What follows belongs to an exercise in optimizing a design on an open flow for small area; a production flow would make more cautious choices.
Function not checked in this run: the RTL went through the layout flow alone.
Power figures rest on the tool's default switching activity, not on a simulated workload.

--- flow/run.sh ---
#!/bin/bash
# synth_recipe.tcl (not shown) runs the flow's synth.tcl, then flattens the netlist and writes it again
# the make line also repeats each setting of config.mk as NAME=value (left out here)
make -C /OpenROAD-flow-scripts/flow DESIGN_CONFIG=/design/flow/config.mk WORK_HOME=/design/flow/orfs CLKGATE_MAP_FILE= SYNTH_SCRIPT=/design/flow/synth_recipe.tcl finish
--- flow/constraint.sdc ---
create_clock -name core_clock -period 14.0 [get_ports {clk}]
set_input_delay 2.8000 -clock core_clock [delete_from_list [all_inputs] [get_ports {clk}]]
set_output_delay 2.8000 -clock core_clock [all_outputs]
set_load 0.01 [all_outputs]
--- flow/config.mk ---
export PLATFORM = sky130hd
export DESIGN_NAME = bf8b
export DESIGN_NICKNAME = bf8b
export VERILOG_FILES = /design/flow/design.v
export SDC_FILE = /design/flow/constraint.sdc
export NUM_CORES = 8
export LEC_CHECK = 0
export CAP_MARGIN = 20
export CORE_MARGIN = 2
export CORE_UTILIZATION = 35
export SLEW_MARGIN = 20
--- flow/design.v ---
module uart (
    input rst,
    input clk,
    input [1:0] t,
    input st_go,                 
    input [2:0] sel,             
    input [7:0] st_byte,
    input dma_pass,
    input dma_rx,                
    input [7:0] ptr_byte,
    input dma_done,              
    input txcap,                 
    input [7:0] tx_in,
    output [7:0] rd_byte,        
    output [7:0] ptr_tap,        
    output reg [7:0] rx_byte,
    output dma_req,
    output rx_need,
    input rx,
    output tx
);
reg [7:0] u0 [0:3];
reg [7:0] u1 [0:3];
reg [7:0] u2 [0:3];
reg [7:0] u3 [0:3];
reg [7:0] u4 [0:3];
reg [7:0] u5 [0:3];
wire [7:0] tx_start = u0[0];
wire [7:0] tx_end = u1[0];
wire [7:0] rx_start = u2[0];
wire [7:0] rx_end = u3[0];
wire [7:0] tx_ptr = u4[0];
wire [7:0] rx_ptr = u5[0];
reg tx_en, rx_en;
reg [1:0] clr_cnt;
wire clr = rst | (clr_cnt != 0);
reg ptrrst;                      
wire ptrrst_now = (t == 0) ? st_byte[5] : ptrrst;
wire st_cfg = st_go & (sel == 3'd0);
wire w0 = st_go & (sel == 3'd1);
wire w1 = st_go & (sel == 3'd2);
wire w2 = st_go & (sel == 3'd3);
wire w3 = st_go & (sel == 3'd4);
wire w4 = w0 | (dma_pass & ~dma_rx);
wire w5 = w2 | (st_cfg & ptrrst_now) | (dma_pass & dma_rx);
wire [7:0] d4 = dma_pass ? ptr_byte : st_byte;
wire [7:0] d5 = dma_pass ? ptr_byte : (st_cfg ? rx_start : st_byte);
integer k;
always @(posedge clk) begin
    for (k = 0; k < 3; k = k + 1) begin
        u0[k] <= u0[k+1];
        u1[k] <= u1[k+1];
        u2[k] <= u2[k+1];
        u3[k] <= u3[k+1];
        u4[k] <= u4[k+1];
        u5[k] <= u5[k+1];
    end
    u0[3] <= clr ? 8'd0 : w0 ? st_byte : u0[0];
    u1[3] <= clr ? 8'd0 : w1 ? st_byte : u1[0];
    u2[3] <= clr ? 8'd0 : w2 ? st_byte : u2[0];
    u3[3] <= clr ? 8'd0 : w3 ? st_byte : u3[0];
    u4[3] <= clr ? 8'd0 : w4 ? d4 : u4[0];
    u5[3] <= clr ? 8'd0 : w5 ? d5 : u5[0];
end
reg txeq_acc, rxeq_acc, tx_eq, rx_eq;
wire txeq_now = (tx_ptr == tx_end) & ((t == 0) | txeq_acc);
wire rxeq_now = (rx_ptr == rx_end) & ((t == 0) | rxeq_acc);
reg [8:0] txs;
reg [3:0] txcnt;
reg [4:0] txbaud;
wire tx_busy = txcnt != 0;
wire tx_need = tx_en & ~tx_eq & ~tx_busy & ~txcap;
wire tx_done = tx_en & tx_eq & ~tx_busy & ~txcap;
assign tx = txs[0];
reg rx_prev, ract, rvalid;
reg [4:0] rbaud;
reg [3:0] rbit;
wire rx_full = rx_en & rx_eq;
assign rx_need = rvalid;
assign dma_req = rvalid | tx_need;
assign ptr_tap = dma_rx ? rx_ptr : tx_ptr;
always @(posedge clk) begin
    txeq_acc <= txeq_now;
    rxeq_acc <= rxeq_now;
    if (t == 2'd3) begin
        tx_eq <= txeq_now;
        rx_eq <= rxeq_now;
    end
    if (t == 0)
        ptrrst <= st_byte[5];
    if (rst) begin
        clr_cnt <= 2'd3;
        txs <= 9'h1ff;
        txcnt <= 0;
        rx_prev <= 1'b1;
        ract <= 0;
        rvalid <= 0;
        tx_en <= 0;
        rx_en <= 0;
    end else begin
        if (clr_cnt != 0)
            clr_cnt <= clr_cnt - 1'b1;
        if (txcap) begin
            txs <= {tx_in, 1'b0};
            txcnt <= 4'd10;
            txbaud <= 0;
        end else if (tx_busy) begin
            txbaud <= txbaud + 1'b1;
            if (txbaud == 5'd31) begin
                txs <= {1'b1, txs[8:1]};
                txcnt <= txcnt - 1'b1;
            end
        end
        rx_prev <= rx;
        if (!ract) begin
            if (rx_prev & ~rx) begin
                ract <= 1'b1;
                rbaud <= 0;
                rbit <= 0;
            end
        end else begin
            rbaud <= rbaud + 1'b1;
            if (rbaud == 5'd15) begin
                rbit <= rbit + 1'b1;
                if (rbit != 0)
                    rx_byte <= {rx, rx_byte[7:1]};
                if (rbit == 4'd8) begin
                    ract <= 0;
                    rvalid <= rx_en & ~rx_eq;
                end
            end
        end
        if (dma_done & dma_rx)
            rvalid <= 0;
        if (st_cfg && t == 0) begin
            tx_en <= st_byte[1];
            rx_en <= st_byte[2];
        end
    end
end
reg [7:0] rdb;
always @(*) begin
    case (sel)
        3'd0: rdb = (t == 0) ? {3'b0, rx_full, tx_done, rx_en, tx_en, 1'b0} : 8'd0;
        3'd1: rdb = tx_start;
        3'd2: rdb = tx_end;
        3'd3: rdb = rx_start;
        3'd4: rdb = rx_end;
        3'd5: rdb = rx_ptr;
        default: rdb = 8'd0;
    endcase
end
assign rd_byte = rdb;
endmodule
module bf8b (
    input rst,
    input clk,
    input rx,
    input [31:0] data_in,
    output [31:0] data_out,
    output [29:0] addr,
    output [3:0] wes,
    output tx
);
localparam P_FETCH = 2'd0;      
localparam P_EX    = 2'd1;      
localparam P_EX2   = 2'd2;      
localparam P_DMA   = 2'd3;      
localparam K_SLT   = 2'd0;
localparam K_SR    = 2'd1;
localparam K_LOAD  = 2'd2;
localparam K_STORE = 2'd3;
reg [1:0] t;
reg [1:0] pass;
reg [1:0] k2;
reg [29:0] pc;
reg [31:0] a;
reg [4:0] rlo;                   
reg [2:0] rf3;                   
reg c;                           
reg cc;                          
reg zacc;                        
reg flag;                        
reg spanf;                       
reg [1:0] off;                   
reg dsel;                        
reg txcap;                       
reg pcinc;                       
reg uflag;                       
wire t0 = t == 2'd0;
wire t3 = t == 2'd3;
wire [31:0] ir = data_in;
wire [4:0] opc = ir[6:2];
wire [2:0] f3 = ir[14:12];
wire [4:0] rd = ir[11:7];
wire [4:0] rs1 = ir[19:15];
wire [4:0] rs2 = ir[24:20];
wire is_load  = opc == 5'b00000;
wire is_opimm = opc == 5'b00100;
wire is_auipc = opc == 5'b00101;
wire is_store = opc == 5'b01000;
wire is_op    = opc == 5'b01100;
wire is_lui   = opc == 5'b01101;
wire is_br    = opc == 5'b11000;
wire is_jalr  = opc == 5'b11001;
wire is_jal   = opc == 5'b11011;
wire is_alu   = is_op | is_opimm;
wire is_slt   = is_alu & (f3[2:1] == 2'b01);
wire is_sr    = is_alu & (f3 == 3'b101);
wire is_sll   = is_alu & (f3 == 3'b001);
reg [31:0] imm;
always @(*) begin
    if (is_store)
        imm = {{20{ir[31]}}, ir[31:25], ir[11:7]};
    else if (is_br)
        imm = {{19{ir[31]}}, ir[31], ir[7], ir[30:25], ir[11:8], 1'b0};
    else if (is_lui | is_auipc)
        imm = {ir[31:12], 12'b0};
    else if (is_jal)
        imm = {{11{ir[31]}}, ir[31], ir[19:12], ir[20], ir[30:21], 1'b0};
    else
        imm = {{20{ir[31]}}, ir[31:20]};
end
wire [7:0] immb = imm[8*t +: 8];
wire [4:0] rs2x = (pass == P_EX) ? rs2 : rlo;
reg [7:0] rf [1:31][0:3];
reg [7:0] p1, p2;
integer r, j;
always @(*) begin
    p1 = 8'd0;
    p2 = 8'd0;
    for (r = 1; r < 32; r = r + 1) begin
        p1 = p1 | ({8{rs1 == r}} & rf[r][0]);
        p2 = p2 | ({8{rs2x == r}} & rf[r][0]);
    end
end
reg wen;
reg [4:0] wreg;
reg [7:0] wbyte;
always @(posedge clk) begin
    for (r = 1; r < 32; r = r + 1) begin
        for (j = 0; j < 3; j = j + 1)
            rf[r][j] <= rf[r][j+1];
        rf[r][3] <= (wen && wreg == r) ? wbyte : rf[r][0];
    end
end
wire inc_a;                      
wire [29:0] inc = (inc_a ? a[31:2] : pc) + 1'b1;
wire [31:0] pcw = {pc, 2'b00};
wire [31:0] incw = {inc, 2'b00};
wire [7:0] pcb = pcw[8*t +: 8];
wire [7:0] incb = incw[8*t +: 8];
wire [7:0] uart_ptr;
wire in_dma = pass == P_DMA;
wire use_pc = is_auipc | is_jal | is_br;
wire [7:0] ain = in_dma ? uart_ptr : use_pc ? pcb : is_lui ? 8'd0 : p1;
wire [7:0] bin = in_dma ? 8'd0 : is_op ? p2 : immb;
wire sub = ~in_dma & is_op & ir[30] & (f3 == 3'b000);
wire cin = t0 ? (sub | in_dma) : c;
wire [8:0] sum = {1'b0, ain} + {1'b0, bin ^ {8{sub}}} + cin;
wire [7:0] cb = (is_op | is_br) ? p2 : immb;
wire ccin = t0 ? 1'b1 : cc;
wire [8:0] cdiff = {1'b0, p1} + {1'b0, ~cb} + ccin;
wire ltu = ~cdiff[8];
wire lt = ltu ^ p1[7] ^ cb[7];
wire eq = (p1 == cb) & (t0 | zacc);
wire cond = f3[2] ? (f3[1] ? ltu : lt) : eq;
wire taken = cond ^ f3[0];
wire [4:0] sh = (pass == P_EX) ? ((is_op & t0) ? p2[4:0] : (is_op ? rlo : rs2)) : rlo;
wire [1:0] q = sh[4:3];
wire [2:0] rr = sh[2:0];
wire fill = ir[30] & a[31];
reg [7:0] whi, wlo;
always @(*) begin
    if (pass == P_EX) begin
        case (q)
            2'd0: begin whi = p1; wlo = a[31:24]; end
            2'd1: begin whi = a[31:24]; wlo = a[23:16]; end
            2'd2: begin whi = a[23:16]; wlo = a[15:8]; end
            default: begin whi = a[15:8]; wlo = 8'd0; end
        endcase
        if (t < q) whi = 8'd0;
        if (t < q + 1) wlo = 8'd0;
    end else begin
        case (q)
            2'd0: begin whi = a[15:8]; wlo = a[7:0]; end
            2'd1: begin whi = a[23:16]; wlo = a[15:8]; end
            2'd2: begin whi = a[31:24]; wlo = a[23:16]; end
            default: begin whi = {8{fill}}; wlo = a[31:24]; end
        endcase
    end
end
wire [3:0] samt = (pass == P_EX) ? (4'd8 - rr) : {1'b0, rr};
wire [15:0] win = {whi, wlo};
wire [15:0] wsh = win >> samt;
wire [7:0] shout = wsh[7:0];
reg [7:0] alub;
always @(*) begin
    case (f3)
        3'b001: alub = shout;
        3'b100: alub = p1 ^ bin;
        3'b110: alub = p1 | bin;
        3'b111: alub = p1 & bin;
        default: alub = sum[7:0];
    endcase
end
wire [1:0] aoff = a[1:0];
reg [31:0] ldrot;
always @(*) begin
    case (t0 ? aoff : off)
        2'd0: ldrot = data_in;
        2'd1: ldrot = {data_in[7:0], data_in[31:8]};
        2'd2: ldrot = {data_in[15:0], data_in[31:16]};
        default: ldrot = {data_in[23:0], data_in[31:24]};
    endcase
end
reg [31:0] ldmerge;
always @(*) begin
    for (j = 0; j < 4; j = j + 1)
        ldmerge[8*j +: 8] = (j + off < 4) ? a[8*j +: 8] : ldrot[8*j +: 8];
end
wire span_now = (rf3[1:0] == 2'b10 && aoff != 0) || (rf3[1:0] == 2'b01 && aoff == 2'd3);
wire [31:0] ldv = t0 ? ldrot : (t == 2'd1 && spanf) ? ldmerge : a;
reg [7:0] ldb;
always @(*) begin
    case (t)
        2'd0: ldb = ldv[7:0];
        2'd1: ldb = (rf3[1:0] == 2'b00) ? {8{ldv[7] & ~rf3[2]}} : ldv[15:8];
        2'd2: ldb = (rf3[1:0] == 2'b00) ? {8{ldv[7] & ~rf3[2]}} :
                    (rf3[1:0] == 2'b01) ? {8{ldv[15] & ~rf3[2]}} : ldv[23:16];
        default: ldb = (rf3[1:0] == 2'b00) ? {8{ldv[7] & ~rf3[2]}} :
                       (rf3[1:0] == 2'b01) ? {8{ldv[15] & ~rf3[2]}} : ldv[31:24];
    endcase
end
wire uart_ea = sum[7:0] == 8'hFF && a[31:24] == 8'hFF && a[23:16] == 8'h00;
wire [29:0] ea_now = {sum[7:0], a[31:10]};
wire [2:0] sbyte = {1'b0, aoff} + {1'b0, t};
wire [2:0] ssize = (rf3[1:0] == 2'b00) ? 3'd1 : (rf3[1:0] == 2'b01) ? 3'd2 : 3'd4;
wire b3done = rf3[1:0] == 2'b10 && aoff == 2'd0;
wire st_now = {1'b0, t} < ssize && !(t3 && b3done);
wire [7:0] uart_rd;
wire [7:0] rx_byte;
wire dma_req, rx_need;
wire dma_rx = t0 ? rx_need : dsel;
wire k_uart = pass == P_EX2 && (k2 == K_LOAD || k2 == K_STORE) && uflag;
uart UART (
    .rst(rst),
    .clk(clk),
    .t(t),
    .st_go(k_uart && k2 == K_STORE),
    .sel(a[4:2]),
    .st_byte(p2),
    .dma_pass(in_dma),
    .dma_rx(dma_rx),
    .ptr_byte(sum[7:0]),
    .dma_done(in_dma & t3),
    .txcap(txcap),
    .tx_in(ldrot[7:0]),
    .rd_byte(uart_rd),
    .ptr_tap(uart_ptr),
    .rx_byte(rx_byte),
    .dma_req(dma_req),
    .rx_need(rx_need),
    .rx(rx),
    .tx(tx)
);
reg [1:0] npass;
reg [1:0] nk2;
reg [29:0] npc;
reg [31:0] na;
reg [1:0] amux;                  
reg inc_a_r;
reg [3:0] wes_r;
reg [7:0] dbyte;
assign inc_a = inc_a_r;
task automatic advance_to(input [29:0] target, input use_inc);
    begin
        npc = target;
        if (dma_req)
            npass = P_DMA;
        else begin
            npass = P_EX;
            amux = use_inc ? 2'd1 : 2'd3;
        end
    end
endtask
always @(*) begin
    npass = pass;
    nk2 = k2;
    npc = pc;
    na = a;
    amux = 2'd0;
    inc_a_r = 1'b0;
    wes_r = 4'b0;
    wen = 1'b0;
    wreg = rd;
    wbyte = alub;
    dbyte = p2;
    case (pass)
        P_FETCH: begin
            if (t0 && pcinc)
                npc = inc;
            if (t3)
                npass = dma_req ? P_DMA : P_EX;
        end
        P_EX: begin
            if (is_alu) begin
                if (is_sll || is_sr)
                    na = {p1, a[31:8]};
                if (is_slt) begin
                    if (t3) begin
                        nk2 = K_SLT;
                        npass = P_EX2;
                    end
                end else if (is_sr) begin
                    if (t3) begin
                        nk2 = K_SR;
                        npass = P_EX2;
                    end
                end else begin
                    wen = 1'b1;
                    if (t3)
                        advance_to(inc, 1'b1);
                end
            end else if (is_lui | is_auipc) begin
                wen = 1'b1;
                wbyte = sum[7:0];
                if (t3)
                    advance_to(inc, 1'b1);
            end else if (is_jal | is_jalr | is_br) begin
                na = {sum[7:0], a[31:8]};
                if (!is_br) begin
                    wen = 1'b1;
                    wbyte = incb;
                end
                if (t3) begin
                    if (is_br && !taken)
                        advance_to(inc, 1'b1);
                    else
                        advance_to(ea_now, 1'b0);
                end
            end else begin
                na = {sum[7:0], a[31:8]};
                if (t3) begin
                    nk2 = is_load ? K_LOAD : K_STORE;
                    npass = P_EX2;
                    if (is_load)
                        amux = 2'd3;
                    else if (f3[1:0] == 2'b10 && a[9:8] == 2'b00 && !uart_ea) begin
                        amux = 2'd3;
                        wes_r = 4'b1000;
                    end
                end
            end
        end
        P_EX2: begin
            case (k2)
                K_SLT: begin
                    wen = 1'b1;
                    wbyte = t0 ? {7'b0, flag} : 8'd0;
                    if (t3)
                        advance_to(inc, 1'b1);
                end
                K_SR: begin
                    wen = 1'b1;
                    wbyte = shout;
                    na = {{8{fill}}, a[31:8]};
                    if (t3)
                        advance_to(inc, 1'b1);
                end
                K_LOAD: begin
                    wen = 1'b1;
                    wreg = rlo;
                    if (uflag) begin
                        wbyte = uart_rd;
                    end else begin
                        wbyte = ldb;
                        if (t0) begin
                            na = ldrot;
                            if (span_now) begin
                                inc_a_r = 1'b1;
                                amux = 2'd1;
                            end
                        end else if (t == 2'd1 && spanf)
                            na = ldmerge;
                    end
                    if (t3)
                        advance_to(inc, 1'b1);
                end
                default: begin
                    if (!uflag && st_now) begin
                        inc_a_r = sbyte[2];
                        amux = sbyte[2] ? 2'd1 : 2'd2;
                        wes_r = 4'b0001 << sbyte[1:0];
                    end
                    if (t3) begin
                        if (!uflag && st_now) begin
                            npass = P_FETCH;
                        end else
                            advance_to(inc, 1'b1);
                    end
                end
            endcase
        end
        default: begin
            na = {uart_ptr, a[31:8]};
            if (t3) begin
                amux = 2'd3;
                if (dsel) begin
                    wes_r = 4'b0001 << a[9:8];
                    dbyte = rx_byte;
                end
                npass = P_FETCH;
            end
        end
    endcase
end
wire [29:0] dma_ea = {uart_ptr, a[31:10]};
assign addr = (amux == 2'd0) ? pc : (amux == 2'd1) ? inc : (amux == 2'd2) ? a[31:2] :
              in_dma ? dma_ea : ea_now;
assign wes = rst ? 4'b0 : wes_r;
assign data_out = {4{dbyte}};
always @(posedge clk) begin
    if (rst) begin
        t <= 2'd0;
        pass <= P_FETCH;
        pc <= 30'd0;
        txcap <= 1'b0;
        pcinc <= 1'b0;
    end else begin
        t <= t + 1'b1;
        pass <= npass;
        pc <= npc;
        txcap <= in_dma && t3 && !dsel;
        if (pass == P_EX2 && k2 == K_STORE && t3 && !uflag && st_now)
            pcinc <= 1'b1;
        else if (pass == P_FETCH && t0)
            pcinc <= 1'b0;
    end
    k2 <= nk2;
    a <= na;
    c <= sum[8];
    cc <= cdiff[8];
    zacc <= eq;
    if (pass == P_EX && t3) begin
        flag <= f3[0] ? ltu : lt;
        uflag <= uart_ea;
    end
    if (pass == P_EX) begin
        rf3 <= f3;
        if (is_load)
            rlo <= rd;
        else if (is_op & is_sr)
            rlo <= t0 ? p2[4:0] : rlo;
        else if (is_op & is_sll)
            rlo <= t0 ? p2[4:0] : rlo;
        else
            rlo <= rs2;
    end
    if (pass == P_EX2 && t0) begin
        spanf <= span_now;
        off <= aoff;
    end
    if (in_dma && t0)
        dsel <= rx_need;
end
endmodule
==> key figures <==
Critical path
  – Setup CP Type: in -> out
  – Worst setup startpoint: data_in[21]
  – CP required: 11200 ps
  – RR Startpoint: pass[0]
  – Max incr delay on CP: 700 ps
  – Worst Setup End Kind: primary output
  – CP max-delay cell: a21boi_0
  – Critical Path Fanout Max: 11
  – Critical Path Most Common Cell: buf_4
  – Crit path DAT: 10700 ps
  – Startpoint Class: input pin

Logic synthesis
  – Synth Area in Adders: 0.0151
  – Synth Flop Type: dfxtp_1
  – Synthesized flop and latch total: 1318
  – Synth Instances: 4930
  – Synth Area in XOR/XNOR: 0.0165
  – Yosys cell types: 102
  – Post-synth EDFFs: 72
  – Mean Syn Cell Area: 10.1 sq um
  – Post-synthesis sequential area ratio: 0.544
  – Mapped Nets: 5024
  – Proportion of synthesized area in mux cells: 0.0781
  – YS warnings: 9
  – Post-synth ARST share: 0
  – Leading area contributor after synthesis: dfxtp_1
  – Largest family of logic cells by synthesized area: compound AO/OA/AOI/OAI gates
  – Cell area after synthesis: 0.0498 sq mm
  – Post-synthesis compound-gate area fraction: 0.178
  – Top-area cell type share of the netlist area: 0.501
  – Area contributors post-synth: dfxtp_1 50%, edfxtp_1 4.3%, mux2i_1 4.0%, a21oi_1 3.9%, nor2_1 3.3%
  – Simple-Gate Fraction of Synth Area: 0.127

Finish
  – Finished Core Util: 0.409
  – Fill cells: 13.7k
  – Area growth, synth to finish: 16.2%
  – Final Cell Area: 0.0579 sq mm
  – Ratio of cells with drive above 1 in the final layout: 0.131
  – Commonest cells after routing, fill and taps aside: 1245 x dfxtp_1, 423 x nor2_1, 391 x a21oi_1, 309 x nand2_1
  – Final nets: 5106
  – Most common cell after layout, fill and taps aside: dfxtp_1

Hold path
  – Hold Crit Class: reg -> reg
  – HP Start: rf[39][2]

Pwr
  – Combinational fraction of design power: 0.126
  – P per Cell Area: 147 mW/mm^2
  – Worst IR Drop VDD: 0.119 mV
  – Switching part of the total: 0.270
  – Seq pwr share: 0.456
  – Clock share of power: 0.418
  – Net Switching: 2.29 mW
  – Pint: 6.20 mW
  – Static Leakage: 22.6 nW

Clocking
  – TritonCTS buffer count: 131
  – Num Clock Sinks: 1318
  – Buffer levels on the longest clock path: 3
  – CTS H-tree depth: 4
  – # resized after CTS: 0
  – Hold buffer count at CTS: 0
  – Postcts setup bufs: 0
  – TritonCTS clock tree: built
  – Reg clk slew, reported paths: 80 ps
  – CTS Root Cell: clkbuf_16
  – Clock Latency Late Sink: 770 ps

Placed design
  – Pre-CTS setup slack: 811 ps
  – Final Wtd Congestion: 1.10
  – Port buffer count: 101
  – Hpwl dp: 170000 um
  – Dpl cell area: 0.0535 sq mm

Drt
  – Routed wire length: 227000 um
  – DRC Markers: 0
  – Iter 0 DRT Violations: 4858
  – Via density: 5.87
  – Wirelength per Cell: 32.4 um
  – Post-route ant nets: 0
  – Pre-antenna DRT Iters: 7
  – Via count: 41.1k

Timing
  – Number of setup violations in the final report: 0
  – Fmax: 74.1 MHz
  – Setup Total Neg Slack: 0 ps
  – Min cycle time layout: 13500 ps
  – Final worst setup slack: 499 ps
  – Final Skew: 33.7 ps
  – Final Max Slew Viols: 0
  – Worst Max-Slew Pin Slew: 1250 ps
  – Fin. Hold Viols: 0
  – Slew headroom: 0.165
  – RSZ-0062 raised after global routing: no
  – Fin crit share: 0.964

Floorplanning
  – Die Wd: 381 um
  – Die Height: 381 um
  – Initial core utilization: 0.352
  – Io pins: 102
  – Core Area: 0.141 sq mm
  – Die area: 0.145 sq mm
  – Num rows: 138

Global route
  – Antenna violations before repair: 18
  – GRT Total Usage: 0.302
  – Maximum number of pins on one net before global-route repair: 66
  – GR Overflow Total: 0
  – First-pass GRT wire length: 310000 um
  – Number of global-route vias before repair: 38.6k

Flow run
  – MaxCap Viol Count: 0

Outcome
  – Status: timing/DRC/antenna clean
[cells by family (layout without fill, tap and decap cells)]
group | Yosys count | in the layout
AO/OA/AOI/OAI | 1316 | 1316
buffers and inverters | 506 | 684
AND/OR/NAND/NOR | 1288 | 1288
flip-flops | 1318 | 1318
other | 0 | 4
XOR/XNOR | 94 | 94
adder cells (fa/ha/maj) | 59 | 59
multiplexers | 349 | 349
[worst max-delay path, delay by kind of cell]
kind | cells | cell delay (ps)
simple gates | 9 | 2180
xor+xnor | 1 | 210
compound gates | 10 | 2770
buf+inv | 8 | 2420
fa+ha+maj | 1 | 280
[per-stage QoR]
step / instances / power, mW / hold slack, ps
finish: 7002 / 8.48 / 303
global route: 6998 / 8.73 / 319
CTS: 6997 / 8.50 / 307
detailed placement: 6768 / 4.98 / 312
global placement: 6767 / 4.98 / 309
floorplan: 4930 / 4.51 / 310
[metal layers]
layer  track usage  routed length, um  vias to the layer above
met5             0                129                        -
met4         0.186              16200                       18
met3        0.0680              18900                      697
met2         0.462              98600                     2395
met1         0.387              93200                    20000
li1              -                  -                    18000
[power groups by stage]
stage	registers [mW]	logic, mW	clock network [mW]
floorplan	3.92	0.589	0
CTS	3.87	1.03	3.60
finish	3.87	1.07	3.54
detailed placement	3.95	1.03	0
global placement	3.95	1.03	0
global route	3.87	1.10	3.76
[registers in the layout (all words and copies together) (netlist names), 3 cells and up]
name,count
rf,992
UART.u0,32
UART.u1,32
UART.u2,32
UART.u3,32
UART.u4,32
UART.u5,32
a,32
pc,30
UART.txs,9
UART.rx_byte,8
UART.rbaud,5
UART.txbaud,5
rlo,5
UART.rbit,4
UART.txcnt,4
rf3,3
[area by class of cell]
class	count	area, sq um	share of cell area
antenna	4	10.0	0.000173
clock buffer	176	3700	0.0640
clock inverter	53	677	0.0117
inverter	123	462	0.00798
multi-input combinational	3106	20800	0.360
sequential	1318	27100	0.468
tap	1890	2360	0.0409
timing repair buffer	332	2730	0.0472
[worst paths after layout]
check                           cells past startpoint  slack, ps        end
worst max-delay path                               29        500   addr[28]
worst min-delay path                                0        300  rf[38][2]
worst max register to register                     27       4900  rf[59][5]
worst min register to register                      0        300  rf[38][2]
[cells in the mapped netlist (44+ instances only)]
cell type  number
dfxtp_1      1246
nor2_1        435
a21oi_1       391
nand2_1       309
clkbuf_1      276
o21ai_0       231
mux2i_1       201
mux2_2        129
inv_1         116
nand3_1        95
and3_1         89
a211oi_1       75
a22oi_1        72
edfxtp_1       72
ha_1           57
nor3_1         54
xnor2_1        49
a221oi_1       48
xor2_1         45
nor2b_1        44

[what the ideal ports hide]
In the flow no input, the clock included, has a driving cell. The finished layout below was timed again as built, in two steps.
Step 1: set_driving_cell puts a clkbuf_16 on clk and a buf_2 on each other input, an assumption about the parent block.
Step 2 moves the port delays by t, midway between the first and last clock arrival at a register: inputs arrive t later, outputs are due t later. That takes back most of the time a late clock gives input paths.
Slacks: no drivers / after step 1 / after step 2; pairs: no drivers / after step 1.
t (ns): 0.828
slack for setup (ns): 0.499 / 0.477 / 0.477
pins driven straight from the clock port: 1
After both steps setup and hold are still met in this run. The setup slack of this run moves by -0.022 ns with the drivers and by -0.022 ns with both steps.
